From an optimization exercise on the open Yosys and OpenROAD flow, aimed at small area; shortcuts taken in it are not production practice.
Function was checked by simulation only, so behaviour that the tests miss may differ from the original.
No activity file was given, so power comes from the tool's default toggle rates.

--- flow/run.sh ---
#!/bin/bash
# The standard layout (standard.sh, all ORFS steps), with two changes:
#  - port buffers are buf_1 instead of the flow's default choice;
#  - CTS settings below (no dummy loads).
# Each tool's output is in the ORFS logs under orfs/logs; make's output in standard.log.
set -e
export BUFFER_PORTS_ARGS="-buffer_cell sky130_fd_sc_hd__buf_1"
export CTS_ARGS="-sink_clustering_enable -repair_clock_nets -dont_use_dummy_load -buf_list sky130_fd_sc_hd__clkbuf_8 -sink_clustering_size 18 -sink_clustering_max_diameter 50"
bash standard.sh > standard.log 2>&1
--- standard.sh ---
#!/bin/bash
# synth_recipe.tcl (not shown) runs the flow's synth.tcl, then flattens the netlist and writes it again
# the make line also repeats each setting of config.mk as NAME=value (left out here)
make -C /OpenROAD-flow-scripts/flow DESIGN_CONFIG=/design/flow/config.mk WORK_HOME=/design/flow/orfs CLKGATE_MAP_FILE= SYNTH_SCRIPT=/design/flow/synth_recipe.tcl "${@:-finish}"
--- config.mk ---
export PLATFORM = sky130hd
export DESIGN_NAME = WS2812_module
export DESIGN_NICKNAME = WS2812_module
export VERILOG_FILES = /design/flow/design.v
export SDC_FILE = /design/flow/constraint.sdc
export NUM_CORES = 4
export LEC_CHECK = 0
export CAP_MARGIN = 20
export CORE_MARGIN = 2
export CORE_UTILIZATION = 80
export GPL_ROUTABILITY_DRIVEN = 0
export GPL_TIMING_DRIVEN = 0
export PLACE_DENSITY = 0.85
export SLEW_MARGIN = 20
export SYNTH_HIERARCHICAL = 1
--- constraint.sdc ---
create_clock -name core_clock -period 26.0 [get_ports {clk_i}]
set_input_delay 5.2000 -clock core_clock [delete_from_list [all_inputs] [get_ports {clk_i}]]
set_output_delay 5.2000 -clock core_clock [all_outputs]
set_load 0.01 [all_outputs]
--- design.v ---
module WS2812_module #(
	parameter FAMILY          = "LIFCL",
	parameter LED_COUNT       = 32,
	parameter CLOCK_FREQUENCY = 38000000
)
(
	input wire				clk_i,
	input wire				resetn_i,
	output reg				led_ctl_o,					 
	output reg				int_o,						 
	output wire				debug_o,
	input wire				apb_penable_i,				 
	input wire				apb_psel_i,					 
	input wire				apb_pwrite_i,				 
	input wire [5:0]  	apb_paddr_i,
	input wire [31:0]	apb_pwdata_i,
	output reg [31:0]	apb_prdata_o,
	output reg				apb_pslverr_o,				 
	output reg				apb_pready_o
);
reg [7:0]   led_number;
reg         auto_send;
reg         int_enable;
reg         trigger_transmit;
reg         led_sending;
reg         sending_q;									 
reg         nb;											 
reg [23:0]  shadow_n;									 
reg         fetch_pend;									 
reg [1:0]   phase;										 
reg [3:0]   cc;
reg [4:0]   bitc;
reg [4:0]   ledc;										 
wire strobe  = resetn_i & apb_psel_i & apb_penable_i & ~apb_pready_o;	 
wire wr      = strobe & apb_pwrite_i;
wire wr_ctrl = wr & (apb_paddr_i == 6'h4);
wire wr_col  = wr & (apb_paddr_i == 6'h8);
wire wr_num  = wr & (apb_paddr_i == 6'hC);
wire col_we  = wr_col & (apb_pwdata_i[31:29] == 3'b0);
wire [7:0] led_number_d;
ws2812_ld #(8) u_ld_num (.ld(wr_num), .ld_n(~wr_num), .d(apb_pwdata_i[31:24]), .q(led_number), .y(led_number_d));
always @(posedge clk_i or negedge resetn_i) begin
	if (~resetn_i) begin
		apb_pready_o     <= 1'b0;
		auto_send        <= 1'b1;
		int_enable       <= 1'b0;
		trigger_transmit <= 1'b0;
		led_number       <= 8'h0;
	end
	else begin
		apb_pready_o <= strobe;
		if (wr_ctrl) begin
			auto_send  <= apb_pwdata_i[0];
			int_enable <= apb_pwdata_i[2];
		end
		led_number <= led_number_d;
		if (~apb_pready_o) begin
			if (led_sending)
				trigger_transmit <= 1'b0;
			if (wr_ctrl & apb_pwdata_i[1])
				trigger_transmit <= 1'b1;
			if (wr_col)
				trigger_transmit <= auto_send;
		end
	end
end
reg [767:0] slots;										 
reg [23:0]  wbuf;										 
reg [3:0]   wr_r;										 
reg [1:0]   wr_j;										 
reg [1:0]   ph3;										 
reg         ph2;										 
function [5:0] coord;
	input [4:0] x;
	if (x[1:0] != 2'd3)
		coord = {1'b0, x[4:2], x[1:0]};
	else if (x[3:2] != 2'd3)
		coord = {3'b100, x[4], x[3:2]};
	else
		coord = {4'd10, 1'b0, x[4]};
endfunction
wire [29:0] wbuf_d;
ws2812_ld #(30) u_ld_wbuf (.ld(col_we), .ld_n(~col_we), .d({apb_pwdata_i[23:0], coord(apb_pwdata_i[28:24])}),
                          .q({wbuf, wr_r, wr_j}), .y(wbuf_d));
always @(posedge clk_i) begin
	ph3 <= ph3[1] ? 2'd0 : ph3 + 2'd1;
	ph2 <= ~ph2;
	{wbuf, wr_r, wr_j} <= wbuf_d;
end
wire [10:0] ins, ins_n;
ws2812_ins u_ins (.wr_r(wr_r), .wr_j(wr_j), .ph3(ph3), .ph2(ph2), .ins(ins), .ins_n(ins_n));
always @(posedge clk_i) begin
	slots[0 +: 24] <= ({24{ins[0]}} & wbuf) | ({24{ins_n[0]}} & slots[48 +: 24]);
	slots[24 +: 24] <= slots[0 +: 24];
	slots[48 +: 24] <= slots[24 +: 24];
end
always @(posedge clk_i) begin
	slots[72 +: 24] <= ({24{ins[1]}} & wbuf) | ({24{ins_n[1]}} & slots[120 +: 24]);
	slots[96 +: 24] <= slots[72 +: 24];
	slots[120 +: 24] <= slots[96 +: 24];
end
always @(posedge clk_i) begin
	slots[144 +: 24] <= ({24{ins[2]}} & wbuf) | ({24{ins_n[2]}} & slots[192 +: 24]);
	slots[168 +: 24] <= slots[144 +: 24];
	slots[192 +: 24] <= slots[168 +: 24];
end
always @(posedge clk_i) begin
	slots[216 +: 24] <= ({24{ins[3]}} & wbuf) | ({24{ins_n[3]}} & slots[264 +: 24]);
	slots[240 +: 24] <= slots[216 +: 24];
	slots[264 +: 24] <= slots[240 +: 24];
end
always @(posedge clk_i) begin
	slots[288 +: 24] <= ({24{ins[4]}} & wbuf) | ({24{ins_n[4]}} & slots[336 +: 24]);
	slots[312 +: 24] <= slots[288 +: 24];
	slots[336 +: 24] <= slots[312 +: 24];
end
always @(posedge clk_i) begin
	slots[360 +: 24] <= ({24{ins[5]}} & wbuf) | ({24{ins_n[5]}} & slots[408 +: 24]);
	slots[384 +: 24] <= slots[360 +: 24];
	slots[408 +: 24] <= slots[384 +: 24];
end
always @(posedge clk_i) begin
	slots[432 +: 24] <= ({24{ins[6]}} & wbuf) | ({24{ins_n[6]}} & slots[480 +: 24]);
	slots[456 +: 24] <= slots[432 +: 24];
	slots[480 +: 24] <= slots[456 +: 24];
end
always @(posedge clk_i) begin
	slots[504 +: 24] <= ({24{ins[7]}} & wbuf) | ({24{ins_n[7]}} & slots[552 +: 24]);
	slots[528 +: 24] <= slots[504 +: 24];
	slots[552 +: 24] <= slots[528 +: 24];
end
always @(posedge clk_i) begin
	slots[576 +: 24] <= ({24{ins[8]}} & wbuf) | ({24{ins_n[8]}} & slots[624 +: 24]);
	slots[600 +: 24] <= slots[576 +: 24];
	slots[624 +: 24] <= slots[600 +: 24];
end
always @(posedge clk_i) begin
	slots[648 +: 24] <= ({24{ins[9]}} & wbuf) | ({24{ins_n[9]}} & slots[696 +: 24]);
	slots[672 +: 24] <= slots[648 +: 24];
	slots[696 +: 24] <= slots[672 +: 24];
end
always @(posedge clk_i) begin
	slots[720 +: 24] <= ({24{ins[10]}} & wbuf) | ({24{ins_n[10]}} & slots[744 +: 24]);
	slots[744 +: 24] <= slots[720 +: 24];
end
wire [5:0] ln      = coord(led_number[4:0]);
wire       num_ok  = (led_number[7:5] == 3'b0);
wire       v_apb   = (ln[5:2] == 4'd10) ? (ph2 == ln[0]) : (ph3 == {ln[0], ln[1]});
wire [5:0] lc      = coord(ledc);
wire       v_led   = (lc[5:2] == 4'd10) ? (ph2 == lc[0]) : (ph3 == {lc[0], lc[1]});
wire       fetch_now = fetch_pend & (~num_ok | v_apb);
wire [3:0] sel_r   = fetch_now ? ln[5:2] : lc[5:2];
wire [1:0] sel_j   = fetch_now ? ln[1:0] : lc[1:0];
wire       rd_ok   = ~fetch_now | num_ok;
wire       rd_wbuf = rd_ok & (sel_r == wr_r) & (sel_j == wr_j);
wire [11:0] rd_sel;
wire [23:0] word_out;
assign rd_sel[0] = rd_ok & ~rd_wbuf & (sel_r == 4'd0);
assign rd_sel[1] = rd_ok & ~rd_wbuf & (sel_r == 4'd1);
assign rd_sel[2] = rd_ok & ~rd_wbuf & (sel_r == 4'd2);
assign rd_sel[3] = rd_ok & ~rd_wbuf & (sel_r == 4'd3);
assign rd_sel[4] = rd_ok & ~rd_wbuf & (sel_r == 4'd4);
assign rd_sel[5] = rd_ok & ~rd_wbuf & (sel_r == 4'd5);
assign rd_sel[6] = rd_ok & ~rd_wbuf & (sel_r == 4'd6);
assign rd_sel[7] = rd_ok & ~rd_wbuf & (sel_r == 4'd7);
assign rd_sel[8] = rd_ok & ~rd_wbuf & (sel_r == 4'd8);
assign rd_sel[9] = rd_ok & ~rd_wbuf & (sel_r == 4'd9);
assign rd_sel[10] = rd_ok & ~rd_wbuf & (sel_r == 4'd10);
assign rd_sel[11] = rd_wbuf;
genvar gb;
generate
	for (gb = 0; gb < 24; gb = gb + 1) begin : g_rd
		wire [11:0] d;
		assign d[0] = slots[0 + gb];
		assign d[1] = slots[72 + gb];
		assign d[2] = slots[144 + gb];
		assign d[3] = slots[216 + gb];
		assign d[4] = slots[288 + gb];
		assign d[5] = slots[360 + gb];
		assign d[6] = slots[432 + gb];
		assign d[7] = slots[504 + gb];
		assign d[8] = slots[576 + gb];
		assign d[9] = slots[648 + gb];
		assign d[10] = slots[720 + gb];
		assign d[11] = wbuf[gb];
		ws2812_rd_bit u_rd (.sel(rd_sel), .d(d), .y(word_out[gb]));
	end
endgenerate
wire a3_n;												 
ws2812_inv u_a3n (.a(apb_paddr_i[3]), .y(a3_n));
wire wt_hit = col_we & (apb_pwdata_i[28:24] == led_number[4:0]) & num_ok;
always @(posedge clk_i or negedge resetn_i) begin
	if (~resetn_i)
		fetch_pend <= 1'b1;
	else if (wr_num)
		fetch_pend <= 1'b1;
	else if (fetch_now | wt_hit)
		fetch_pend <= 1'b0;
end
wire [23:0] shadow_d_n;
ws2812_sh_d u_shd (.wt(wt_hit), .fe(~wt_hit & fetch_now), .hold(~wt_hit & ~fetch_now),
                   .pwd(apb_pwdata_i[23:0]), .wo(word_out), .cur(~shadow_n), .y_n(shadow_d_n));
always @(posedge clk_i) begin
	shadow_n <= shadow_d_n;
	sending_q <= led_sending;
end
always @* begin
	apb_prdata_o     = {led_number & ~{8{a3_n}}, ~(shadow_n | {24{a3_n}})};
	apb_prdata_o[0]  = ~(shadow_n[0] | a3_n) | (a3_n & (apb_paddr_i[2] ? auto_send : sending_q));
	apb_prdata_o[2]  = ~(shadow_n[2] | a3_n) | (a3_n & apb_paddr_i[2] & int_enable);
	apb_pslverr_o    = apb_pwrite_i ? (apb_paddr_i == 6'h0) : (apb_paddr_i == 6'h8);
end
wire led_ok  = ~fetch_now & (v_led | rd_wbuf);				 
wire cur_bit = word_out[bitc];
always @(posedge clk_i)
	if (led_ok)
		nb <= cur_bit;
wire led_bit = led_ok ? cur_bit : nb;
wire tick      = (cc == 4'h0);
wire start     = ~led_sending & trigger_transmit;
wire last_bit  = (bitc == 5'd0);
wire last_led  = (ledc == 5'd31);
wire gap_end   = (ledc == 5'd9) & (bitc == 5'd20);				 
always @(posedge clk_i or negedge resetn_i) begin
	if (~resetn_i) begin
		led_ctl_o   <= 1'b0;
		int_o       <= 1'b0;
		led_sending <= 1'b0;
	end
	else begin
		int_o <= 1'b0;
		if (start) begin
			led_ctl_o   <= 1'b1;
			led_sending <= 1'b1;
		end
		else if (led_sending & tick) begin
			case (phase)
				2'd1: led_ctl_o <= 1'b1;
				2'd2: led_ctl_o <= led_bit;
				2'd3: led_ctl_o <= 1'b0;
				2'd0: begin
					led_ctl_o <= 1'b0;
					if (gap_end) begin
						led_sending <= 1'b0;
						int_o       <= int_enable;
					end
				end
			endcase
		end
	end
end
always @(posedge clk_i) begin
	if (start) begin
		phase <= 2'd2;
		cc    <= 4'd15;
		bitc  <= 5'd23;
		ledc  <= 5'd0;
	end
	else if (led_sending) begin
		cc <= cc - 4'd1;
		if (tick) begin
			case (phase)
				2'd1: phase <= 2'd2;
				2'd2: phase <= (last_bit & last_led) ? 2'd0 : 2'd3;
				2'd3: phase <= 2'd1;
				default: ;
			endcase
			if (phase == 2'd2 || phase == 2'd0) begin
				bitc <= last_bit ? 5'd23 : bitc - 5'd1;
				if (last_bit)
					ledc <= ledc + 5'd1;
			end
		end
	end
end
assign debug_o = auto_send;
endmodule
module ws2812_rd_bit (
	input wire [11:0] sel,
	input wire [11:0] d,
	output wire        y
);
wire [3:0] n;
ws2812_aoi222 u0 (.a(sel[0]), .b(d[0]), .c(sel[1]), .d(d[1]), .e(sel[2]),  .f(d[2]),  .y(n[0]));
ws2812_aoi222 u1 (.a(sel[3]), .b(d[3]), .c(sel[4]), .d(d[4]), .e(sel[5]),  .f(d[5]),  .y(n[1]));
ws2812_aoi222 u2 (.a(sel[6]), .b(d[6]), .c(sel[7]), .d(d[7]), .e(sel[8]),  .f(d[8]),  .y(n[2]));
ws2812_aoi222 u3 (.a(sel[9]), .b(d[9]), .c(sel[10]), .d(d[10]), .e(sel[11]), .f(d[11]), .y(n[3]));
assign y = ~&n;
endmodule
module ws2812_aoi222 (input wire a, b, c, d, e, f, output wire y);
assign y = ~((a & b) | (c & d) | (e & f));
endmodule
module ws2812_sh_d (
	input wire        wt,
	input wire        fe,
	input wire        hold,
	input wire [23:0] pwd,
	input wire [23:0] wo,
	input wire [23:0] cur,
	output wire [23:0] y_n
);
assign y_n = ~(({24{wt}} & pwd) | ({24{fe}} & wo) | ({24{hold}} & cur));
endmodule
module ws2812_ld #(parameter W = 1) (
	input wire         ld,
	input wire         ld_n,
	input wire [W-1:0] d,
	input wire [W-1:0] q,
	output wire [W-1:0] y
);
assign y = ({W{ld}} & d) | ({W{ld_n}} & q);
endmodule
module ws2812_inv (input wire a, output wire y);
assign y = ~a;
endmodule
module ws2812_ins (
	input wire [3:0] wr_r,
	input wire [1:0] wr_j,
	input wire [1:0] ph3,
	input wire       ph2,
	output wire [10:0] ins,
	output wire [10:0] ins_n
);
wire last3 = (ph3 == {~wr_j[0] & ~wr_j[1], wr_j[0]});
wire last2 = (ph2 != wr_j[0]);
assign ins[0] = (wr_r == 4'd0) & last3;
assign ins[1] = (wr_r == 4'd1) & last3;
assign ins[2] = (wr_r == 4'd2) & last3;
assign ins[3] = (wr_r == 4'd3) & last3;
assign ins[4] = (wr_r == 4'd4) & last3;
assign ins[5] = (wr_r == 4'd5) & last3;
assign ins[6] = (wr_r == 4'd6) & last3;
assign ins[7] = (wr_r == 4'd7) & last3;
assign ins[8] = (wr_r == 4'd8) & last3;
assign ins[9] = (wr_r == 4'd9) & last3;
assign ins[10] = (wr_r == 4'd10) & last2;
assign ins_n = ~ins;
endmodule
==> results of run 1 <==
## logic make-up after synthesis
group / count (synthesis)
AO/OA/AOI/OAI: 483
XOR/XNOR: 19
adder cells (fa/ha/maj): 10
buffers and inverters: 143
flip-flops: 859
multiplexers: 14
AND/OR/NAND/NOR: 225
## area by class of cell
| type | instances | area share (%) |
|---|---|---|
| clock buffers | 54 | 2.88 |
| inverters | 46 | 0.670 |
| repair buffers | 98 | 2.19 |
| flip-flops and latches | 859 | 67.0 |
| plain buffers | 97 | 1.72 |
| multi-input cells | 751 | 23.6 |
| well taps | 390 | 1.89 |
## power groups by stage
stage | clock [mW] | combinational (mW) | sequential (mW)
2_1_floorplan | 0 | 0.0510 | 1.36
3_3_place_gp | 0 | 0.0737 | 1.36
3_5_place_dp | 0 | 0.0778 | 1.37
4_1_cts | 0.554 | 0.0789 | 1.33
5_1_grt | 0.603 | 0.0868 | 1.34
6_report | 0.561 | 0.0803 | 1.34
## per-module statistics from Yosys, one instance, submodules excluded, excerpt
module | flip-flops and latches | cells | area, um^2 | copies in the design
ws2812_sh_d | 0 | 30 | 295 | 1
ws2812_rd_bit | 0 | 1 | 6.26 | 24
ws2812_aoi222 | 0 | 1 | 10.0 | 96
WS2812_module | 859 | 1519 | 21900 | 1
ws2812_ins | 0 | 37 | 223 | 1
ws2812_inv | 0 | 1 | 3.75 | 1
## layer usage
| layer | GRT usage, % | share of wire (%) | vias up |
|---|---|---|---|
| met4 | 23.7 | 6.4 | 2 |
| met1 | 54.2 | 38 | 7846 |
| li1 | - | - | 6828 |
| met3 | 7.90 | 10 | 292 |
| met2 | 64.0 | 45 | 1162 |
| met5 | 0 | 0.019 | - |
## worst min-delay path by stage
stage                    endpoint  slack, ps  cells past startpoint
3_5_place_dp   slots[212]$_DFF_P_        310                      0
6_report       slots[705]$_DFF_P_        290                      0
2_1_floorplan  slots[120]$_DFF_P_        310                      0
4_1_cts        slots[120]$_DFF_P_        290                      0
3_3_place_gp   slots[357]$_DFF_P_        310                      0
5_1_grt        slots[120]$_DFF_P_        300                      0
## cells in the final DEF (no fill, tap or decap), drive strengths merged, types with 3 or more instances in the layout
| master | Yosys | routed |
|---|---|---|
| o22ai | 3 | 3 |
| a22o | 302 | 302 |
| dfrtp | 14 | 14 |
| buf | 17 | 115 |
| a31oi | 6 | 6 |
| nor2 | 52 | 52 |
| mux4 | 7 | 7 |
| a222oi | 120 | 120 |
| o21ai | 16 | 16 |
| o211ai | 3 | 3 |
| or3 | 4 | 4 |
| nand2b | 7 | 7 |
| nand2 | 29 | 29 |
| clkbuf | 80 | 134 |
| nor2b | 22 | 22 |
| and2 | 8 | 8 |
| dfxtp | 843 | 843 |
| xor2 | 8 | 8 |
| mux2i | 5 | 5 |
| inv | 46 | 46 |
| a21oi | 14 | 14 |
| ha | 10 | 10 |
| nor4 | 7 | 7 |
| and3 | 13 | 13 |
| nor3 | 16 | 16 |
| xnor2 | 11 | 11 |
| nand4 | 29 | 29 |
| nand3 | 26 | 26 |
## registers in the layout, indices dropped and copies added (netlist names), 2 cells and up
signal / cells
slots: 768
shadow_n: 24
wbuf: 24
led_number: 8
bitc: 5
ledc: 5
cc: 4
wr_r: 4
ph3: 2
phase: 2
wr_j: 2
## synthesized netlist by cell type (3+ instances only)
library cell,number
xor2_1,8
clkbuf_1,80
dfrtp_1,14
nand2_1,28
nand4_1,29
o21ai_0,14
buf_4,3
a22o_1,302
mux2i_1,5
dfxtp_1,843
o211ai_1,3
nor2b_1,22
and3_1,13
buf_2,6
nand2b_1,7
mux4_2,7
nand3_1,26
nor2_1,52
or3_1,3
ha_1,10
inv_1,46
buf_6,8
xnor2_1,11
a222oi_1,120
nor3_1,15
nor4_1,7
a21oi_1,13
a31oi_1,6
and2_1,8
==> impl_metrics.yaml, run 1 <==
finish:
  final_layout_size_suffix_gt1_share_pct: 6.67
  nets: 1960
  final_area_um2: 25800
  fillCellCount: 1391
  regArea_um2: 17300
  diodes: 0
  stdcell_count: 2295
  multiInputGateArea_um2: 6090
  area_delta_synth_final_pct: 7.89
  post-route-util_pct: 87.2
place:
  dpl-instance-area_um2: 25000
  port_buffers: 78
  placedCellCount: 2241
  hpwl_um: 42600
  pre_cts_ws_ps: 14240
timing:
  slew_headroom_pct: 35.4
  hold_viol_final: 0
  finalSetupViolations: 0
  maxSlewViolCount: 0
  fin_crit_ps: 11830
  rsz0062_at_grt: "no"
  fin_crit_sh_pct: 45.5
  fmax_mhz: 84.5
  timing.hold.ws_ps: 293
  worst_pin_slew_ps: 964
  finalSetupTns_ps: 0
  finClkSkew_ps: 82.2
  fin_ws_ps: 14170
clock_network:
  cts_tree: "built"
  postCtsSetupBuffers: 0
  cts_buffers: 54
  htreeDepth: 2
  clk_path_buf_depth: 3
  clk_latency_ps: 650
  root_buffer: "clkbuf_8"
  ctsHoldBuffers: 0
  post_cts_resized: 0
  cts.sinks: 859
  clk_pin_slew_worst_paths_ps: 110
logic_synthesis:
  synth-main-ff-cell: "dfxtp_1"
  yosys.area_share.simple_pct: 5.00
  synth_adder_area_share_pct: 0.524
  synth_top_family_by_area: "compound AO/OA/AOI/OAI gates"
  synth_seq_cells: 859
  synth.largest_area_cell: "dfxtp_1"
  async_flop_share_pct: 1.86
  synth_top_cells_by_area: "dfxtp_1, a22o_1, a222oi_1, dfrtp_1, clkbuf_1"
  synthesis.nets: 1806
  ys_types: 61
  synth-xor-area-share_pct: 0.696
  yosysWarnings: 7
  syn_inst: 1753
  syn_area_per_cell_um2: 13.6
  synth_top_area_share_pct: 70.6
  synth_seq_area_share_pct: 72.3
  synth-edff-count: 0
  muxShareOfSynthArea_pct: 0.964
  synth_compound_area_share_pct: 17.9
  syn_area_um2: 23900
setup_path:
  critical_path.startpoint: "apb_paddr_i[3]"
  critPathTopFamily: "buffers and inverters"
  critPathMostFrequentCell: "buf_1"
  crit_path_start_kind: "primary input"
  reg2reg_depth: 22
  crit_chain: "buf_1 > inv_1 > clkbuf_1 > nor2_1 > buf_1"
  worstSetupPathType: "primary input to primary output"
  worstPathMaxFanout: 10
  r2r-start: "ledc[0]$_SDFFE_PP0P_"
  cp.depth: 5
  critPathRequiredTime_ps: 20800
  path_buf_inv: 4
  r2r-end: "led_ctl_o$_DFFE_PN0P_"
  crit_arrival_ps: 6630
  slowest_delay_ps: 590
  cp_slowest_cell: "clkbuf_1"
  worstSetupEndpoint: "apb_prdata_o[13]"
  endpoint_kind: "primary output"
  r2r_setup_slack_ps: 19860
floorplan:
  coreArea_um2: 29600
  die_h_um: 177
  initial_core_util_pct: 80.8
  fp.dieW_um: 177
  num_rows: 63
  dieArea_um2: 31300
  ios: 80
job:
  maxCapViolations: 0
detailed_routing:
  drtPass1Iterations: 8
  drt-wirelength-per-cell_um: 28.2
  vias: 16130
  ant_nets: 0
  drc: 0
  routed_via_density: 7.03
  wl_um: 64700
  drtIter0Drc: 2271
power_and_ir_drop:
  p_leak_nw: 10.1
  power.total_mw: 1.98
  p_int_mw: 1.54
  p_switching_uw: 437
  cellPowerDensity_nw_per_um2: 76.7
  switching_share_pct: 22.1
  combPwrFrac_pct: 4.1
  ir_drop_mv: 0.0594
  clockPowerShare_pct: 28.4
  p_seq_share_pct: 67.5
global_routing:
  grt_first_pass_wirelength_um: 95700
  antenna_found_initial: 1
  gr-usage-all-layers_pct: 41.1
  grt_max_degree: 25
  grt-ovfl-total: 0
  grt_pass1_vias: 16203
hold_path:
  holdCritStartpoint: "slots[681]$_DFF_P_"
  hp-class: "flop to flop"
run_status:
  outcome: "complete, no violations"
==> inputs of run 2 (changes only) <==
--- a/config.mk
+++ b/config.mk
@@ -8,8 +8,6 @@
 export CAP_MARGIN = 20
 export CORE_MARGIN = 2
 export CORE_UTILIZATION = 80
-export GPL_ROUTABILITY_DRIVEN = 0
-export GPL_TIMING_DRIVEN = 0
 export PLACE_DENSITY = 0.85
 export SLEW_MARGIN = 20
 export SYNTH_HIERARCHICAL = 1
==> run 2 against run 1 <==
Net effect: register-to-register slack better by 140 ps; combinational power fell by 11%; critical endpoint is now apb_prdata_o[0]; critical path depth unchanged.
==> impl_metrics.yaml, run 2 <==
clock_network:
  ctsHoldBuffers: 0
  root_buffer: "clkbuf_8"
  cts_buffers: 55
  post_cts_resized: 0
  htreeDepth: 2
  postCtsSetupBuffers: 0
  cts_tree: "built"
  clk_pin_slew_worst_paths_ps: 110
  cts.sinks: 859
  clk_path_buf_depth: 3
  clk_latency_ps: 640
logic_synthesis:
  syn_area_um2: 23900
  synth-edff-count: 0
  syn_inst: 1753
  synth_most_common_cell: "dfxtp_1"
  async_flop_share_pct: 1.86
  synthesis.nets: 1806
  synth-main-ff-cell: "dfxtp_1"
  ys_types: 61
  syn_area_per_cell_um2: 13.6
  synth_top_area_share_pct: 70.6
  yosysWarnings: 7
  synth_seq_area_share_pct: 72.3
  yosys-top-cells-count: "dfxtp_1, a22o_1, a222oi_1"
  synth_seq_cells: 859
  synth.largest_area_cell: "dfxtp_1"
  synth_top_cells_by_area: "dfxtp_1, a22o_1, a222oi_1, dfrtp_1, clkbuf_1"
finish:
  top_register: "slots"
  layout_commonest_cell: "dfxtp_1"
  largest_reg_flops: 768
  post-route-util_pct: 85.7
  diodes: 0
  area_delta_synth_final_pct: 6.08
  final_layout_size_suffix_gt1_share_pct: 7.24
  final_cell_mix: "dfxtp_1, a22o_1, a222oi_1"
  nets: 1879
  stdcell_count: 2214
place:
  port_buffers: 79
  routabilityCongestion: 0.880
  hpwl_um: 36100
  placedCellCount: 2158
setup_path:
  critPathRequiredTime_ps: 20800
  worstPathMaxFanout: 33
  endpoint_kind: "primary output"
  worstSetupPathType: "primary input to primary output"
  crit_path_start_kind: "primary input"
  crit_arrival_ps: 6200
timing:
  rsz0062_at_grt: "no"
  worst_pin_slew_ps: 1060
  finalSetupViolations: 0
  maxSlewViolCount: 0
  fin_crit_ps: 11400
  finClkSkew_ps: 67.7
  fmax_mhz: 87.7
  slew_headroom_pct: 29.3
  hold_viol_final: 0
  fin_crit_sh_pct: 43.8
  finalSetupTns_ps: 0
floorplan:
  ios: 80
  num_rows: 63
  coreArea_um2: 29600
  fp.dieW_um: 177
  die_h_um: 177
  dieArea_um2: 31300
  initial_core_util_pct: 80.8
global_routing:
  grt_first_pass_wirelength_um: 93000
  antenna_found_initial: 0
  gr-usage-all-layers_pct: 39.9
  grt-ovfl-total: 0
  grt_max_degree: 34
  grt_pass1_vias: 15390
detailed_routing:
  drtIter0Drc: 2260
  ant_nets: 0
  routed_via_density: 7.04
  drt-wirelength-per-cell_um: 28.4
  vias: 15592
  drtPass1Iterations: 8
  drc: 0
  wl_um: 62900
power_and_ir_drop:
  p_leak_nw: 9.98
  cellPowerDensity_nw_per_um2: 78.1
  power.total_mw: 1.98
  ir_drop_mv: 0.0726
hold_path:
  hp-class: "flop to flop"
job:
  maxCapViolations: 0
run_status:
  outcome: "complete, no violations"
==> run 2: cells by family (layout without fill, tap and decap cells) <==
family / count (synthesis) / after routing / synth area share (%)
mux: 14 / 14 / 0.963
fa+ha+maj: 10 / 10 / 0.524
xor+xnor: 19 / 19 / 0.696
buf+inv: 143 / 214 / 2.58
flops: 859 / 859 / 72.3
simple gates: 225 / 225 / 5.00
compound gates: 483 / 483 / 17.9
==> run 2: area by class of cell <==
cell class,instances,area [um^2]
Fill cell,1472,4210
Timing Repair Buffer,113,572
Multi-Input combinational cell,751,6080
Inverter,46,173
Clock buffer,55,757
Tap cell,390,488
Sequential cell,859,17300
==> run 2: stage by stage <==
step           area [um^2]  setup slack (ps)  hold WS, ps
4_1_cts              25300             14620          279
2_1_floorplan        23900             14890          310
6_report             25300             14600          286
3_3_place_gp         24600             14650          310
3_5_place_dp         24600             14610          312
5_1_grt              25300             14520          282
==> run 2: modules after synthesis (local to each module, per instance), excerpt <==
| module | cells inside | flip-flops and latches | area, um^2 |
|---|---|---|---|
| ws2812_inv | 1 | 0 | 3.75 |
| ws2812_rd_bit | 1 | 0 | 6.26 |
| WS2812_module | 1519 | 859 | 21900 |
| ws2812_sh_d | 30 | 0 | 295 |
| ws2812_aoi222 | 1 | 0 | 10.0 |
| ws2812_ins | 37 | 0 | 223 |
==> run 2: final timing paths <==
kind                                          from                       to  slack [ps]  depth (start not counted)
setup / recovery                    apb_paddr_i[3]          apb_prdata_o[0]       14600                          5
hold reg to reg                  slots[96]$_DFF_P_       slots[120]$_DFF_P_         290                          0
max in group asynchronous                 resetn_i    auto_send$_DFFE_PN1P_       21220                          2
min in group asynchronous                 resetn_i  led_number[4]$_DFF_PN0_        4530                          2
hold / removal                   slots[96]$_DFF_P_       slots[120]$_DFF_P_         290                          0
setup reg to reg           led_number[0]$_DFF_PN0_    led_ctl_o$_DFFE_PN0P_       20000                         19
==> run 2: critical path, stage by stage <==
cell and delay, ps:
buf_1 140, inv_1 80, buf_4 380, mux2i_1 230, buf_1 170
==> run 2: routing by layer <==
layer	track usage, %	up-vias	wire (um)	part of all wire (%)
li1	-	6668	-	-
met1	53.1	7636	24600	39
met2	63.1	1054	28400	45
met3	8.29	234	6720	11
met4	19.1	0	3190	5.1
met5	0	-	0	0
==> run 2: where the power goes <==
part / leakage, nW / internal, mW / switching [mW]
logic: 2.58 / 0.0263 / 0.0449
clock network: 0.395 / 0.190 / 0.374
registers: 7.00 / 1.33 / 0.0185
total: 9.98 / 1.54 / 0.438
==> inputs of run 3 (changes only) <==
--- a/config.mk
+++ b/config.mk
@@ -7,7 +7,7 @@
 export LEC_CHECK = 0
 export CAP_MARGIN = 20
 export CORE_MARGIN = 2
-export CORE_UTILIZATION = 80
-export PLACE_DENSITY = 0.85
+export CORE_UTILIZATION = 85
+export PLACE_DENSITY = 0.92
 export SLEW_MARGIN = 20
 export SYNTH_HIERARCHICAL = 1
==> run 3 against run 2 <==
Net effect: combinational power is 4.2% higher; final cell count decreased by 0.32%; non-clock buffer count up 5; critical path type unchanged; critical endpoint unchanged; largest power group unchanged.
==> impl_metrics.yaml, run 3 <==
timing:
  rsz0062_at_grt: "no"
  hold_viol_final: 0
  finalSetupViolations: 0
  finClkSkew_ps: 101
  timing.hold.ws_ps: 279
  maxSlewViolCount: 0
  worst_pin_slew_ps: 1070
  fin_ws_ps: 14410
  fin_crit_ps: 11590
  slew_headroom_pct: 28.6
  fmax_mhz: 86.3
  fin_crit_sh_pct: 44.6
  finalSetupTns_ps: 0
power_and_ir_drop:
  p_seq_share_pct: 67.5
  p_int_mw: 1.54
  cellPowerDensity_nw_per_um2: 78.7
  power.total_mw: 1.99
  p_leak_nw: 10.0
  switching_share_pct: 22.6
  clockPowerShare_pct: 28.8
  combPwrFrac_pct: 3.7
  ir_drop_mv: 0.0699
  p_switching_uw: 451
finish:
  top_register: "slots"
  final_layout_size_suffix_gt1_share_pct: 7.22
  layout_commonest_cell: "dfxtp_1"
  stdcell_count: 2207
  largest_reg_flops: 768
  final_cell_mix: "dfxtp_1, a22o_1, a222oi_1"
  nets: 1884
  diodes: 0
  area_delta_synth_final_pct: 6.11
global_routing:
  grt_pass1_vias: 17197
  grt_first_pass_wirelength_um: 105000
  gr-usage-all-layers_pct: 48.6
  grt_max_degree: 34
  grt-ovfl-total: 0
  antenna_found_initial: 1
floorplan:
  fp.dieW_um: 172
  initial_core_util_pct: 86.2
  num_rows: 61
  coreArea_um2: 27700
  die_h_um: 172
  dieArea_um2: 29500
  ios: 80
logic_synthesis:
  synth_seq_area_share_pct: 72.3
  synth_seq_cells: 859
  ys_types: 61
  synth.largest_area_cell: "dfxtp_1"
  yosys-top-cells-count: "dfxtp_1, a22o_1, a222oi_1"
  synth_top_cells_by_area: "dfxtp_1, a22o_1, a222oi_1, dfrtp_1, clkbuf_1"
  syn_area_um2: 23900
  syn_inst: 1753
  synth-main-ff-cell: "dfxtp_1"
  synth-edff-count: 0
  synth_top_area_share_pct: 70.6
  yosysWarnings: 7
  async_flop_share_pct: 1.86
  syn_area_per_cell_um2: 13.6
  synthesis.nets: 1806
  synth_most_common_cell: "dfxtp_1"
clock_network:
  ctsHoldBuffers: 0
  root_buffer: "clkbuf_8"
  post_cts_resized: 0
  clk_pin_slew_worst_paths_ps: 110
  postCtsSetupBuffers: 0
  clk_path_buf_depth: 3
  clk_latency_ps: 660
  htreeDepth: 2
  cts_tree: "built"
  cts_buffers: 55
  cts.sinks: 859
setup_path:
  r2r_setup_slack_ps: 19850
  critPathRequiredTime_ps: 20800
  endpoint_kind: "primary output"
  crit_path_start_kind: "primary input"
  r2r-start: "led_number[1]$_DFF_PN0_"
  worstSetupPathType: "primary input to primary output"
  crit_arrival_ps: 6390
  worstPathMaxFanout: 33
  critical_path.startpoint: "apb_paddr_i[3]"
detailed_routing:
  drt-wirelength-per-cell_um: 32.5
  wl_um: 71800
  routed_via_density: 7.63
  drc: 0
  drtIter0Drc: 3531
  vias: 16832
  drtPass1Iterations: 10
  ant_nets: 0
place:
  routabilityCongestion: 0.978
  placedCellCount: 2151
  port_buffers: 79
  pre_cts_ws_ps: 14110
  hpwl_um: 38600
run_status:
  outcome: "complete, no violations"
job:
  maxCapViolations: 0
hold_path:
  hp-class: "flop to flop"
  holdCritStartpoint: "slots[611]$_DFF_P_"
## run 3: cell type report
type / count / area [um^2]
repair buffers: 118 / 609
multi-input cells: 751 / 6060
inverters: 46 / 173
well taps: 378 / 473
flip-flops and latches: 859 / 17300
fillers: 924 / 2350
clock buffers: 55 / 757
## run 3: final timing paths
check | to | cells after the start
max | apb_prdata_o[0] | 4
min | slots[635]$_DFF_P_ | 0
max reg2reg | led_ctl_o$_DFFE_PN0P_ | 19
min reg2reg | slots[635]$_DFF_P_ | 0
max in group asynchronous | led_number[5]$_DFF_PN0_ | 1
min in group asynchronous | int_o$_DFF_PN0_ | 1
## run 3: power by group through the flow
stage	registers, mW	logic (mW)	clock network (mW)
6_report	1.35	0.0742	0.574
3_3_place_gp	1.37	0.0652	0
4_1_cts	1.34	0.0707	0.564
3_5_place_dp	1.37	0.0690	0
5_1_grt	1.35	0.0797	0.604
2_1_floorplan	1.36	0.0510	0
## run 3: metrics by stage
step                      cell area (um^2)  utilization [%]
final                                25400             91.5
after global placement               24600             88.7
after CTS                            25300             91.4
after detailed placement             24600             88.7
after global routing                 25400             91.5
after floorplan                      23900                -
## run 3: layer usage
metal  GRT usage [%]  part of all wire [%]
met5            2.09                 0.014
met3            16.4                    15
met1            59.0                    33
met4            36.2                   8.5
met2            72.1                    43
## run 3: logic make-up (layout without fill, tap and decap cells)
family                     count (synthesis)  count (layout)  share of synthesized area, %
DFF                                      859             859                          72.3
AOI/OAI and AO/OA                        483             483                          17.9
and+or+nand+nor                          225             225                          5.00
buffers and inverters                    143             219                          2.58
xor gates and xnor gates                  19              19                         0.696
muxes                                     14              14                         0.963
adders and majority gates                 10              10                         0.524
## run 3: per-module statistics from Yosys, one instance, submodules excluded, a selection
module | times used | cells inside
ws2812_aoi222 | 96 | 1
ws2812_rd_bit | 24 | 1
ws2812_ins | 1 | 37
WS2812_module | 1 | 1519
ws2812_inv | 1 | 1
ws2812_sh_d | 1 | 30
## run 3: worst max-delay path: stages
cell     delay, ps
buf_1          150
inv_2          540
mux2i_1        300
buf_1          180
==> inputs of run 4 (changes only) <==
==> flow/run.sh (replaced) <==
#!/bin/bash
# The standard layout (standard.sh, all ORFS steps), with two changes:
#  - port buffers are buf_1 instead of the flow's default choice;
#  - CTS settings below (no dummy loads).
# Each tool's output is in the ORFS logs under orfs/logs; make's output in standard.log.
set -e
export BUFFER_PORTS_ARGS="-buffer_cell sky130_fd_sc_hd__buf_1"
export CTS_ARGS="-sink_clustering_enable -repair_clock_nets -dont_use_dummy_load -buf_list sky130_fd_sc_hd__clkbuf_8 -sink_clustering_size 19 -sink_clustering_max_diameter 45"
bash standard.sh > standard.log 2>&1
--- a/config.mk
+++ b/config.mk
@@ -7,7 +7,7 @@
 export LEC_CHECK = 0
 export CAP_MARGIN = 20
 export CORE_MARGIN = 2
-export CORE_UTILIZATION = 85
-export PLACE_DENSITY = 0.92
+export CORE_UTILIZATION = 80
+export PLACE_DENSITY = 0.85
 export SLEW_MARGIN = 20
 export SYNTH_HIERARCHICAL = 1
==> run 4 against run 3 <==
Net effect: still clean; sequential cell count stayed put; final cell count grew 0.32%; worst hold slack lost 30 ps; setup slack better by 200 ps; register-to-register slack better by 180 ps; sequential power is essentially flat; clock power is 2% lower; cell area barely moved; maximum frequency grew 1.8%; first-iteration DRC count decreased by 35%; largest power group unchanged.
==> impl_metrics.yaml, run 4 <==
clock_network:
  htreeDepth: 2
  clk_pin_slew_worst_paths_ps: 110
  cts_buffers: 55
  root_buffer: "clkbuf_8"
  clk_path_buf_depth: 3
  post_cts_resized: 0
  cts_tree: "built"
  clk_latency_ps: 640
  ctsHoldBuffers: 0
  postCtsSetupBuffers: 0
  cts.sinks: 859
detailed_routing:
  drc: 0
  drt-wirelength-per-cell_um: 28.6
  wl_um: 63400
  routed_via_density: 7.06
  ant_nets: 0
  vias: 15626
  drtPass1Iterations: 7
  drtIter0Drc: 2308
power_and_ir_drop:
  ir_drop_mv: 0.0666
  cellPowerDensity_nw_per_um2: 78.1
  p_leak_nw: 9.98
logic_synthesis:
  synth-edff-count: 0
  async_flop_share_pct: 1.86
  yosys-top-cells-count: "dfxtp_1, a22o_1, a222oi_1"
  syn_inst: 1753
  synthesis.nets: 1806
  synth_top_cells_by_area: "dfxtp_1, a22o_1, a222oi_1, dfrtp_1, clkbuf_1"
  yosysWarnings: 7
  synth.largest_area_cell: "dfxtp_1"
  ys_types: 61
  synth-main-ff-cell: "dfxtp_1"
  synth_most_common_cell: "dfxtp_1"
  syn_area_per_cell_um2: 13.6
  syn_area_um2: 23900
  synth_seq_cells: 859
  synth_seq_area_share_pct: 72.3
  synth_top_area_share_pct: 70.6
timing:
  rsz0062_at_grt: "no"
  slew_headroom_pct: 25.4
  fin_crit_ps: 11390
  fin_crit_sh_pct: 43.8
  worst_pin_slew_ps: 1120
  finalSetupTns_ps: 0
  finClkSkew_ps: 76.1
  fmax_mhz: 87.8
  finalSetupViolations: 0
  hold_viol_final: 0
  maxSlewViolCount: 0
finish:
  stdcell_count: 2214
  largest_reg_flops: 768
  fillCellCount: 1468
  diodes: 0
  layout_commonest_cell: "dfxtp_1"
  final_cell_mix: "dfxtp_1, a22o_1, a222oi_1"
  nets: 1879
  area_delta_synth_final_pct: 6.08
  final_layout_size_suffix_gt1_share_pct: 7.24
  top_register: "slots"
floorplan:
  num_rows: 63
  initial_core_util_pct: 80.8
  coreArea_um2: 29600
  ios: 80
  dieArea_um2: 31300
  fp.dieW_um: 177
  die_h_um: 177
hold_path:
  hp-class: "flop to flop"
place:
  port_buffers: 79
  hpwl_um: 36100
  routabilityCongestion: 0.880
  placedCellCount: 2158
setup_path:
  worstPathMaxFanout: 33
  crit_path_start_kind: "primary input"
  endpoint_kind: "primary output"
  critPathRequiredTime_ps: 20800
  worstSetupPathType: "primary input to primary output"
  crit_arrival_ps: 6190
global_routing:
  grt_first_pass_wirelength_um: 93600
  antenna_found_initial: 1
  grt_max_degree: 34
  gr-usage-all-layers_pct: 40.1
  grt-ovfl-total: 0
  grt_pass1_vias: 15551
run_status:
  outcome: "complete, no violations"
job:
  maxCapViolations: 0
[run 4: final timing paths]
kind,endpoint,depth (start not counted),startpoint,slack [ps]
max,apb_prdata_o[0],5,apb_paddr_i[3],14610
min,slots[121]$_DFF_P_,0,slots[97]$_DFF_P_,250
max reg2reg,led_ctl_o$_DFFE_PN0P_,19,led_number[0]$_DFF_PN0_,20030
min reg2reg,slots[121]$_DFF_P_,0,slots[97]$_DFF_P_,250
max in group asynchronous,auto_send$_DFFE_PN1P_,2,resetn_i,21200
min in group asynchronous,led_number[0]$_DFF_PN0_,2,resetn_i,4540
[run 4: report_power, final]
part,internal (mW),switching [mW]
clock network,0.190,0.373
logic,0.0264,0.0457
registers,1.33,0.0186
[run 4: layout make-up]
class / count / area, um^2 / share of cell area [%]
sequential: 859 / 17300 / 68.2
inverter: 46 / 173 / 0.681
tap: 390 / 488 / 1.93
multi-input combinational: 751 / 6080 / 24.0
clock buffer: 55 / 757 / 2.99
timing repair buffer: 113 / 572 / 2.26
[run 4: per-stage QoR]
step	util (%)	hold WS, ps	power (mW)	cell area [um^2]	worst slack (ps)
after global routing	85.7	229	2.03	25300	14520
after CTS	85.7	247	1.98	25300	14620
after detailed placement	83.1	312	1.44	24600	14610
after floorplan	-	310	1.41	23900	14890
final	85.7	249	1.98	25300	14610
after global placement	83.1	310	1.44	24600	14650
[run 4: cells by family (layout without fill, tap and decap cells)]
kind of cell / count (synthesis) / after routing / share of synthesized area [%]
xor gates and xnor gates: 19 / 19 / 0.696
muxes: 14 / 14 / 0.963
and+or+nand+nor: 225 / 225 / 5.00
buffers and inverters: 143 / 214 / 2.58
DFF: 859 / 859 / 72.3
AOI/OAI and AO/OA: 483 / 483 / 17.9
adders and majority gates: 10 / 10 / 0.524
[run 4: per-module statistics from Yosys (local to each module, per instance), a selection]
module,flip-flops and latches,cells inside,times used,cell area (um^2)
ws2812_sh_d,0,30,1,295
ws2812_inv,0,1,1,3.75
ws2812_aoi222,0,1,96,10.0
ws2812_ins,0,37,1,223
ws2812_rd_bit,0,1,24,6.26
WS2812_module,859,1519,1,21900
[run 4: critical path: stages]
cell and delay (ps):
buf_1 130, inv_1 80, buf_4 380, mux2i_1 230
buf_1 170
[run 4: per-layer routing]
metal / global-route usage [%] / vias to the layer above / wire, um
met2: 64.1 / 1111 / 29100
met5: 0 / - / 12
li1: - / 6655 / -
met4: 19.3 / 2 / 2910
met3: 8.05 / 236 / 7100
met1: 52.8 / 7622 / 24300
==> inputs of run 5 (changes only) <==
==> flow/run.sh (replaced) <==
#!/bin/bash
# The standard layout (standard.sh, all ORFS steps), with two changes:
#  - port buffers are buf_1 instead of the flow's default choice;
#  - CTS settings below (no dummy loads).
# Each tool's output is in the ORFS logs under orfs/logs; make's output in standard.log.
set -e
export BUFFER_PORTS_ARGS="-buffer_cell sky130_fd_sc_hd__buf_1"
export CTS_ARGS="-sink_clustering_enable -repair_clock_nets -dont_use_dummy_load -buf_list sky130_fd_sc_hd__clkbuf_8 -sink_clustering_size 24 -sink_clustering_max_diameter 35"
bash standard.sh > standard.log 2>&1
==> run 5 against run 4 <==
Net effect: still clean on timing, DRC and antenna; combinational power about the same; area after synthesis unchanged; routed wire length increased by 1.9%; setup slack got worse by 7.2 ps; global-route usage increased by 1.2 points; critical endpoint unchanged; largest cell class unchanged; largest power group unchanged.
==> impl_metrics.yaml, run 5 <==
detailed_routing:
  vias: 15823
  drtPass1Iterations: 8
  ant_nets: 0
  drc: 0
  drt-wirelength-per-cell_um: 28.9
  routed_via_density: 7.08
  drtIter0Drc: 2283
  wl_um: 64600
run_status:
  outcome: "complete, no violations"
clock_network:
  clk_latency_ps: 640
  post_cts_resized: 0
  htreeDepth: 3
  postCtsSetupBuffers: 0
  cts_tree: "built"
  cts_buffers: 78
  ctsHoldBuffers: 0
  clk_path_buf_depth: 3
  root_buffer: "clkbuf_8"
  cts.sinks: 859
  clk_pin_slew_worst_paths_ps: 100
place:
  dpl-instance-area_um2: 24600
  routabilityCongestion: 0.880
  port_buffers: 79
  hpwl_um: 36100
  placedCellCount: 2158
logic_synthesis:
  synth_top_cells_by_area: "dfxtp_1, a22o_1, a222oi_1, dfrtp_1, clkbuf_1"
  yosysWarnings: 7
  yosys-top-cells-count: "dfxtp_1, a22o_1, a222oi_1"
  synthesis.nets: 1806
  async_flop_share_pct: 1.86
  synth-edff-count: 0
  synth-main-ff-cell: "dfxtp_1"
  syn_area_per_cell_um2: 13.6
  synth_seq_cells: 859
  synth_seq_area_share_pct: 72.3
  synth_top_area_share_pct: 70.6
  synth_most_common_cell: "dfxtp_1"
  ys_types: 61
  syn_inst: 1753
  synth.largest_area_cell: "dfxtp_1"
  syn_area_um2: 23900
finish:
  area_delta_synth_final_pct: 7.29
  final_layout_size_suffix_gt1_share_pct: 8.34
  regArea_um2: 17300
  diodes: 0
  layout_commonest_cell: "dfxtp_1"
  final_cell_mix: "dfxtp_1, a22o_1, a222oi_1"
  multiInputGateArea_um2: 6080
  largest_reg_flops: 768
  fillCellCount: 1406
  top_register: "slots"
  stdcell_count: 2236
  nets: 1901
  final_area_um2: 25600
setup_path:
  endpoint_kind: "primary output"
  slowest_delay_ps: 380
  critPathRequiredTime_ps: 20800
  worstSetupPathType: "primary input to primary output"
  crit_path_start_kind: "primary input"
  crit_arrival_ps: 6200
  worstPathMaxFanout: 33
  crit_chain: "buf_1 > inv_1 > buf_4 > mux2i_1 > buf_1"
  critPathMostFrequentCell: "buf_1"
  cp_slowest_cell: "buf_4"
power_and_ir_drop:
  cellPowerDensity_nw_per_um2: 81.2
  clockPowerShare_pct: 31.9
  p_switching_uw: 460
  p_leak_nw: 10.1
  p_seq_share_pct: 64.7
  p_int_mw: 1.62
  power.total_mw: 2.08
  combPwrFrac_pct: 3.5
  switching_share_pct: 22.1
  ir_drop_mv: 0.0659
floorplan:
  initial_core_util_pct: 80.8
  ios: 80
  num_rows: 63
  coreArea_um2: 29600
  dieArea_um2: 31300
  die_h_um: 177
  fp.dieW_um: 177
job:
  maxCapViolations: 0
timing:
  fin_crit_sh_pct: 43.8
  fin_crit_ps: 11400
  worst_pin_slew_ps: 1190
  slew_headroom_pct: 20.5
  rsz0062_at_grt: "no"
  timing.hold.ws_ps: 268
  finalSetupViolations: 0
  finClkSkew_ps: 103
  finalSetupTns_ps: 0
  maxSlewViolCount: 0
  hold_viol_final: 0
  fmax_mhz: 87.8
global_routing:
  grt_first_pass_wirelength_um: 95700
  grt-ovfl-total: 0
  antenna_found_initial: 2
  grt_pass1_vias: 15944
  gr-usage-all-layers_pct: 41.2
  grt_max_degree: 34
hold_path:
  hp-class: "flop to flop"
## run 5: cells by family after synthesis
logic type | share of synthesized area, %
buffers and inverters | 2.58
XOR/XNOR | 0.696
AO/OA/AOI/OAI | 17.9
adder cells (fa/ha/maj) | 0.524
flip-flops | 72.3
AND/OR/NAND/NOR | 5.00
multiplexers | 0.963
## run 5: through the flow
stage,setup slack [ps],util (%)
global placement,14650,83.1
global route,14520,86.7
floorplan,14890,-
finish,14610,86.7
detailed placement,14610,83.1
CTS,14610,86.7
## run 5: cell type report
| class | instances | share of cell area, % |
|---|---|---|
| clock buffers | 78 | 4.19 |
| inverters | 46 | 0.674 |
| multi-input cells | 751 | 23.7 |
| flip-flops and latches | 859 | 67.4 |
| well taps | 390 | 1.90 |
| repair buffers | 112 | 2.12 |
## run 5: Yosys stat by module, one instance, submodules excluded, excerpt
module | cell area [um^2] | times used | cells | flops+latches
ws2812_ins | 223 | 1 | 37 | 0
ws2812_rd_bit | 6.26 | 24 | 1 | 0
WS2812_module | 21900 | 1 | 1519 | 859
ws2812_sh_d | 295 | 1 | 30 | 0
ws2812_aoi222 | 10.0 | 96 | 1 | 0
ws2812_inv | 3.75 | 1 | 1 | 0
## run 5: critical path: cells and delay by family
kind	cells	cell delay (ps)
multiplexers	1	230
buffers and inverters	4	770
## run 5: path summary, 6_finish.rpt
check | start | cells past startpoint | slack [ps] | end
min reg2reg | slots[27]$_DFF_P_ | 0 | 270 | slots[51]$_DFF_P_
max reg2reg | led_number[5]$_DFF_PN0_ | 19 | 20070 | led_ctl_o$_DFFE_PN0P_
max in group asynchronous | resetn_i | 2 | 21190 | auto_send$_DFFE_PN1P_
min in group asynchronous | resetn_i | 2 | 4540 | led_sending$_DFFE_PN0P_
max | apb_paddr_i[3] | 5 | 14610 | apb_prdata_o[0]
min | slots[27]$_DFF_P_ | 0 | 270 | slots[51]$_DFF_P_
## run 5: power groups by stage
| stage | combinational, mW | clock, mW | sequential [mW] |
|---|---|---|---|
| floorplan | 0.0510 | 0 | 1.36 |
| global placement | 0.0664 | 0 | 1.37 |
| detailed placement | 0.0692 | 0 | 1.37 |
| CTS | 0.0703 | 0.661 | 1.34 |
| global route | 0.0773 | 0.712 | 1.35 |
| finish | 0.0719 | 0.664 | 1.35 |
## run 5: per-layer routing
metal,up-vias,share of wire [%],track usage [%]
li1,6703,-,-
met1,7651,38,52.9
met2,1167,45,64.9
met3,300,11,9.82
met4,2,5.6,22.7
met5,-,0.012,0
==> inputs of run 6 (changes only) <==
==> flow/run.sh (replaced) <==
#!/bin/bash
# The standard layout (standard.sh, all ORFS steps), with two changes:
#  - port buffers are buf_1 instead of the flow's default choice;
#  - CTS settings below (no dummy loads).
# Each tool's output is in the ORFS logs under orfs/logs; make's output in standard.log.
set -e
export BUFFER_PORTS_ARGS="-buffer_cell sky130_fd_sc_hd__buf_1"
export CTS_ARGS="-sink_clustering_enable -repair_clock_nets -dont_use_dummy_load -buf_list sky130_fd_sc_hd__clkbuf_8 -tree_buf sky130_fd_sc_hd__clkbuf_4 -sink_clustering_size 18 -sink_clustering_max_diameter 50"
bash standard.sh > standard.log 2>&1
==> run 6 against run 5 <==
Net effect: global-route usage decreased by 1.3 points; largest cell class unchanged; clock skew decreased by 35 ps; power decreased by 4.8%; cell area decreased by 1.1%.
==> impl_metrics.yaml, run 6 <==
finish:
  largest_reg_flops: 768
  area_delta_synth_final_pct: 6.08
  nets: 1879
  fillCellCount: 1472
  layout_commonest_cell: "dfxtp_1"
  diodes: 0
  top_register: "slots"
  final_cell_mix: "dfxtp_1, a22o_1, a222oi_1"
  final_layout_size_suffix_gt1_share_pct: 7.24
setup_path:
  crit_arrival_ps: 6200
  crit_path_start_kind: "primary input"
  cp_slowest_cell: "buf_4"
  endpoint_kind: "primary output"
  worstPathMaxFanout: 33
  slowest_delay_ps: 380
  critPathMostFrequentCell: "buf_1"
  worstSetupPathType: "primary input to primary output"
  critPathRequiredTime_ps: 20800
  crit_chain: "buf_1 > inv_1 > buf_4 > mux2i_1 > buf_1"
timing:
  fin_crit_sh_pct: 43.8
  worst_pin_slew_ps: 1060
  finalSetupViolations: 0
  rsz0062_at_grt: "no"
  finClkSkew_ps: 67.7
  fmax_mhz: 87.7
  finalSetupTns_ps: 0
  slew_headroom_pct: 29.3
  timing.hold.ws_ps: 286
  hold_viol_final: 0
  maxSlewViolCount: 0
  fin_crit_ps: 11400
detailed_routing:
  ant_nets: 0
  drt-wirelength-per-cell_um: 28.4
  drtIter0Drc: 2260
  drtPass1Iterations: 8
  wl_um: 62900
  vias: 15592
  routed_via_density: 7.04
  drc: 0
power_and_ir_drop:
  switching_share_pct: 22.1
  p_seq_share_pct: 67.9
  p_int_mw: 1.54
  ir_drop_mv: 0.0726
  p_switching_uw: 438
  clockPowerShare_pct: 28.5
  combPwrFrac_pct: 3.6
  p_leak_nw: 9.98
  cellPowerDensity_nw_per_um2: 78.1
clock_network:
  post_cts_resized: 0
  clk_latency_ps: 640
  root_buffer: "clkbuf_8"
  ctsHoldBuffers: 0
  postCtsSetupBuffers: 0
  cts_tree: "built"
  htreeDepth: 2
  cts_buffers: 55
  clk_path_buf_depth: 3
  clk_pin_slew_worst_paths_ps: 110
  cts.sinks: 859
global_routing:
  grt_first_pass_wirelength_um: 93000
  grt_max_degree: 34
  grt-ovfl-total: 0
  gr-usage-all-layers_pct: 39.9
  grt_pass1_vias: 15390
  antenna_found_initial: 0
logic_synthesis:
  synth_top_area_share_pct: 70.6
  synth_seq_area_share_pct: 72.3
  syn_area_per_cell_um2: 13.6
  ys_types: 61
  yosys-top-cells-count: "dfxtp_1, a22o_1, a222oi_1"
  synth.largest_area_cell: "dfxtp_1"
  synthesis.nets: 1806
  syn_area_um2: 23900
  synth_most_common_cell: "dfxtp_1"
  synth_seq_cells: 859
  syn_inst: 1753
  async_flop_share_pct: 1.86
  synth_top_cells_by_area: "dfxtp_1, a22o_1, a222oi_1, dfrtp_1, clkbuf_1"
  yosysWarnings: 7
  synth-edff-count: 0
  synth-main-ff-cell: "dfxtp_1"
floorplan:
  coreArea_um2: 29600
  ios: 80
  die_h_um: 177
  initial_core_util_pct: 80.8
  fp.dieW_um: 177
  num_rows: 63
  dieArea_um2: 31300
place:
  hpwl_um: 36100
  port_buffers: 79
  routabilityCongestion: 0.880
hold_path:
  hp-class: "flop to flop"
run_status:
  outcome: "complete, no violations"
job:
  maxCapViolations: 0
==> run 6: stage by stage <==
stage	setup WS [ps]	total power, mW	utilization [%]	cells	instance area [um^2]
floorplan	14890	1.41	-	1753	23900
global placement	14650	1.44	83.1	2158	24600
detailed placement	14610	1.44	83.1	2158	24600
CTS	14620	1.98	85.7	2213	25300
global route	14520	2.03	85.7	2214	25300
finish	14600	1.98	85.7	2214	25300
==> run 6: cell families (layout without fill, tap and decap cells) <==
| family | after synthesis | in the layout | share of synthesized area [%] |
|---|---|---|---|
| flops | 859 | 859 | 72.3 |
| compound gates | 483 | 483 | 17.9 |
| simple gates | 225 | 225 | 5.00 |
| buf+inv | 143 | 214 | 2.58 |
| xor+xnor | 19 | 19 | 0.696 |
| mux | 14 | 14 | 0.963 |
| fa+ha+maj | 10 | 10 | 0.524 |
==> run 6: final timing paths <==
path / startpoint / to / slack [ps] / cells after the start
min reg2reg: slots[96]$_DFF_P_ / slots[120]$_DFF_P_ / 290 / 0
max in group asynchronous: resetn_i / auto_send$_DFFE_PN1P_ / 21220 / 2
min: slots[96]$_DFF_P_ / slots[120]$_DFF_P_ / 290 / 0
max: apb_paddr_i[3] / apb_prdata_o[0] / 14600 / 5
max reg2reg: led_number[0]$_DFF_PN0_ / led_ctl_o$_DFFE_PN0P_ / 20000 / 19
min in group asynchronous: resetn_i / led_number[4]$_DFF_PN0_ / 4530 / 2
==> run 6: cell type report <==
type                    instances  area (um^2)  share of cell area [%]
well taps                     390          488                    1.93
flip-flops and latches        859        17300                    68.2
multi-input cells             751         6080                    24.0
inverters                      46          173                   0.681
clock buffers                  55          757                    2.99
repair buffers                113          572                    2.26
==> run 6: metal layers <==
| metal | routed length [um] | part of all wire (%) | global-route usage [%] |
|---|---|---|---|
| met1 | 24600 | 39 | 53.1 |
| met5 | 0 | 0 | 0 |
| met4 | 3190 | 5.1 | 19.1 |
| met2 | 28400 | 45 | 63.1 |
| met3 | 6720 | 11 | 8.29 |
==> run 6: power groups by stage <==
| stage | clock, mW | combinational [mW] | sequential [mW] |
|---|---|---|---|
| floorplan | 0 | 0.0510 | 1.36 |
| global placement | 0 | 0.0664 | 1.37 |
| detailed placement | 0 | 0.0692 | 1.37 |
| CTS | 0.561 | 0.0699 | 1.34 |
| global route | 0.608 | 0.0770 | 1.35 |
| finish | 0.564 | 0.0712 | 1.35 |
==> run 6: Yosys stat by module (local to each module, per instance), excerpt <==
module	flip-flops and latches	copies in the design	cells inside	cell area, um^2
WS2812_module	859	1	1519	21900
ws2812_aoi222	0	96	1	10.0
ws2812_ins	0	1	37	223
ws2812_inv	0	1	1	3.75
ws2812_rd_bit	0	24	1	6.26
ws2812_sh_d	0	1	30	295
==> run 6: worst max-delay path, delay by kind of cell <==
| family | cells | cell delay (ps) |
|---|---|---|
| buffers and inverters | 4 | 770 |
| muxes | 1 | 230 |
==> inputs of run 7 (changes only) <==
==> flow/run.sh (replaced) <==
#!/bin/bash
# The standard layout (standard.sh, all ORFS steps), with two changes:
#  - port buffers are buf_1 instead of the flow's default choice;
#  - CTS settings below (no dummy loads).
# Each tool's output is in the ORFS logs under orfs/logs; make's output in standard.log.
set -e
export BUFFER_PORTS_ARGS="-buffer_cell sky130_fd_sc_hd__buf_1"
export CTS_ARGS="-sink_clustering_enable -repair_clock_nets -dont_use_dummy_load -buf_list sky130_fd_sc_hd__clkbuf_8 -sink_clustering_size 17 -sink_clustering_max_diameter 60"
bash standard.sh > standard.log 2>&1
==> run 7 against run 6 <==
Net effect: still clean on timing, DRC and antenna; final cell count about the same; cell area about the same; maximum frequency increased by 0.10%; global-route usage about the same; sequential power about the same; synthesized cell count unchanged; critical path depth unchanged; combinational power about the same; critical endpoint unchanged; largest cell class unchanged.
==> impl_metrics.yaml, run 7 <==
finish:
  post-route-util_pct: 85.7
  top_register: "slots"
  largest_reg_flops: 768
  final_cell_mix: "dfxtp_1, a22o_1, a222oi_1"
  regArea_um2: 17300
  layout_commonest_cell: "dfxtp_1"
  area_delta_synth_final_pct: 6.03
  final_layout_size_suffix_gt1_share_pct: 7.24
  multiInputGateArea_um2: 6080
  nets: 1879
  fillCellCount: 1482
logic_synthesis:
  synth_compound_area_share_pct: 17.9
  syn_area_per_cell_um2: 13.6
  synth.largest_area_cell: "dfxtp_1"
  synthesis.nets: 1806
  synth_seq_area_share_pct: 72.3
  synth_adder_area_share_pct: 0.524
  synth_top_cells_by_area: "dfxtp_1, a22o_1, a222oi_1, dfrtp_1, clkbuf_1"
  muxShareOfSynthArea_pct: 0.964
  synth_seq_cells: 859
  synth_most_common_cell: "dfxtp_1"
  ys_types: 61
  async_flop_share_pct: 1.86
  synth_top_family_by_area: "compound AO/OA/AOI/OAI gates"
  yosys.area_share.simple_pct: 5.00
  synth_top_area_share_pct: 70.6
  yosys-top-cells-count: "dfxtp_1, a22o_1, a222oi_1"
  syn_area_um2: 23900
  yosysWarnings: 7
  synth-main-ff-cell: "dfxtp_1"
  syn_inst: 1753
  synth-edff-count: 0
  synth-xor-area-share_pct: 0.696
power_and_ir_drop:
  ir_drop_mv: 0.0595
  cellPowerDensity_nw_per_um2: 78.3
  power.total_mw: 1.98
  p_leak_nw: 9.97
timing:
  slew_headroom_pct: 21.5
  maxSlewViolCount: 0
  finClkSkew_ps: 98.0
  fin_crit_sh_pct: 43.8
  finalSetupViolations: 0
  finalSetupTns_ps: 0
  fin_crit_ps: 11390
  rsz0062_at_grt: "no"
  timing.hold.ws_ps: 245
  worst_pin_slew_ps: 1170
  fin_ws_ps: 14610
  hold_viol_final: 0
  fmax_mhz: 87.8
hold_path:
  holdCritStartpoint: "slots[242]$_DFF_P_"
  worstHoldPathCells: 0
  hp-class: "flop to flop"
place:
  hpwl_um: 36100
  routabilityCongestion: 0.880
  pre_cts_ws_ps: 14610
  port_buffers: 79
detailed_routing:
  drc: 0
  routed_via_density: 7.08
  wl_um: 63100
  drt-wirelength-per-cell_um: 28.5
  vias: 15685
  ant_nets: 0
  drtIter0Drc: 2225
  drtPass1Iterations: 8
setup_path:
  critical_path.startpoint: "apb_paddr_i[3]"
  crit_arrival_ps: 6190
  endpoint_kind: "primary output"
  worstPathMaxFanout: 33
  r2r-start: "led_number[0]$_DFF_PN0_"
  reg2reg_depth: 19
  critPathRequiredTime_ps: 20800
  crit_path_start_kind: "primary input"
  worstSetupPathType: "primary input to primary output"
floorplan:
  num_rows: 63
  dieArea_um2: 31300
  coreArea_um2: 29600
  fp.dieW_um: 177
  initial_core_util_pct: 80.8
  ios: 80
  die_h_um: 177
clock_network:
  postCtsSetupBuffers: 0
  clk_path_buf_depth: 3
  clk_latency_ps: 660
  htreeDepth: 2
  root_buffer: "clkbuf_8"
  clk_pin_slew_worst_paths_ps: 100
  cts_buffers: 56
  cts_tree: "built"
  post_cts_resized: 0
  ctsHoldBuffers: 0
  cts.sinks: 859
run_status:
  outcome: "complete, no violations"
job:
  maxCapViolations: 0
global_routing:
  grt_first_pass_wirelength_um: 93500
  grt-ovfl-total: 0
  antenna_found_initial: 1
  grt_pass1_vias: 15540
  grt_max_degree: 34
  gr-usage-all-layers_pct: 39.9
-- run 7: cell counts after synthesis --
Identical to the previous run, type by type.
-- run 7: layout make-up --
| cell class | count | area share, % |
|---|---|---|
| multi-input cells | 751 | 24.0 |
| flip-flops and latches | 859 | 68.2 |
| clock buffers | 56 | 3.04 |
| well taps | 390 | 1.93 |
| diodes | 1 | 0.00988 |
| inverters | 46 | 0.682 |
| repair buffers | 112 | 2.15 |
-- run 7: modules after synthesis, one instance, submodules excluded, excerpt --
module | flops+latches | area [um^2]
ws2812_ins | 0 | 223
ws2812_sh_d | 0 | 295
ws2812_rd_bit | 0 | 6.26
WS2812_module | 859 | 21900
ws2812_aoi222 | 0 | 10.0
ws2812_inv | 0 | 3.75
-- run 7: path summary, 6_finish.rpt --
path	endpoint	slack [ps]
min	slots[266]$_DFF_P_	250
max in group asynchronous	auto_send$_DFFE_PN1P_	21190
max reg2reg	led_ctl_o$_DFFE_PN0P_	20030
min in group asynchronous	led_number[0]$_DFF_PN0_	4550
min reg2reg	slots[266]$_DFF_P_	250
max	apb_prdata_o[0]	14610
-- run 7: metal layers --
layer | part of all wire, % | vias to the layer above | global-route usage, % | wire length, um
met3 | 12 | 280 | 8.59 | 7290
met5 | 0.019 | - | 0 | 12
met4 | 5.5 | 2 | 20.4 | 3460
li1 | - | 6678 | - | -
met1 | 38 | 7620 | 52.9 | 24100
met2 | 45 | 1105 | 62.5 | 28200
-- run 7: per-stage QoR --
step	area (um^2)	cells
6_report	25300	2215
3_5_place_dp	24600	2158
2_1_floorplan	23900	1753
5_1_grt	25300	2214
3_3_place_gp	24600	2158
4_1_cts	25300	2214
-- run 7: report_power, final --
group,internal [mW],total [mW],switching (mW)
Combinational,0.0263,0.0711,0.0448
Clock,0.193,0.567,0.374
Sequential,1.33,1.34,0.0184
-- run 7: logic make-up after synthesis --
logic type               Yosys count
buffers and inverters            143
adder cells (fa/ha/maj)           10
flip-flops                       859
AND/OR/NAND/NOR                  225
XOR/XNOR                          19
multiplexers                      14
AO/OA/AOI/OAI                    483
-- run 7: worst max-delay path, stage by stage --
cell	delay, ps
buf_1	130
inv_1	80
buf_4	380
mux2i_1	230
buf_1	170

## what the ideal ports hide
In the flow no input, the clock included, has a driving cell. The finished layouts below were timed again as built, in two steps.
Step 1, drivers: a clkbuf_16 drives clk_i and a buf_2 each remaining input, both assumed.
Step 2, shift: input delay + t, output delay - t, t = (earliest + latest rising clock arrival at the registers) / 2. This alone moves slack from input paths to output paths.
Slacks: no drivers / after step 1 / after step 2; pairs: no drivers / after step 1.
| run | t (ns) | slack for setup (ns) | clock arrival spread, ns | worst register clock-pin slew, ns | pins driven straight from the clock port |
|---|---|---|---|---|---|
| run 1 | 0.660 | 14.166 / 14.141 / 14.141 | 0.086 / 0.086 | 0.11 / 0.11 | 1 |
| run 2 | 0.662 | 14.600 / 14.566 / 14.566 | 0.068 / 0.067 | 0.11 / 0.11 | 1 |
| run 3 | 0.660 | 14.411 / 14.389 / 14.389 | 0.106 / 0.106 | 0.12 / 0.12 | 1 |
| run 4 | 0.651 | 14.612 / 14.579 / 14.579 | 0.076 / 0.077 | 0.12 / 0.12 | 1 |
| run 5 | 0.639 | 14.605 / 14.573 / 14.573 | 0.104 / 0.103 | 0.12 / 0.12 | 1 |
| run 6 | 0.662 | 14.600 / 14.566 / 14.566 | 0.068 / 0.067 | 0.11 / 0.11 | 1 |
| run 7 | 0.658 | 14.611 / 14.578 / 14.578 | 0.099 / 0.099 | 0.11 / 0.11 | 1 |
After both steps setup and hold are still met in every run listed.
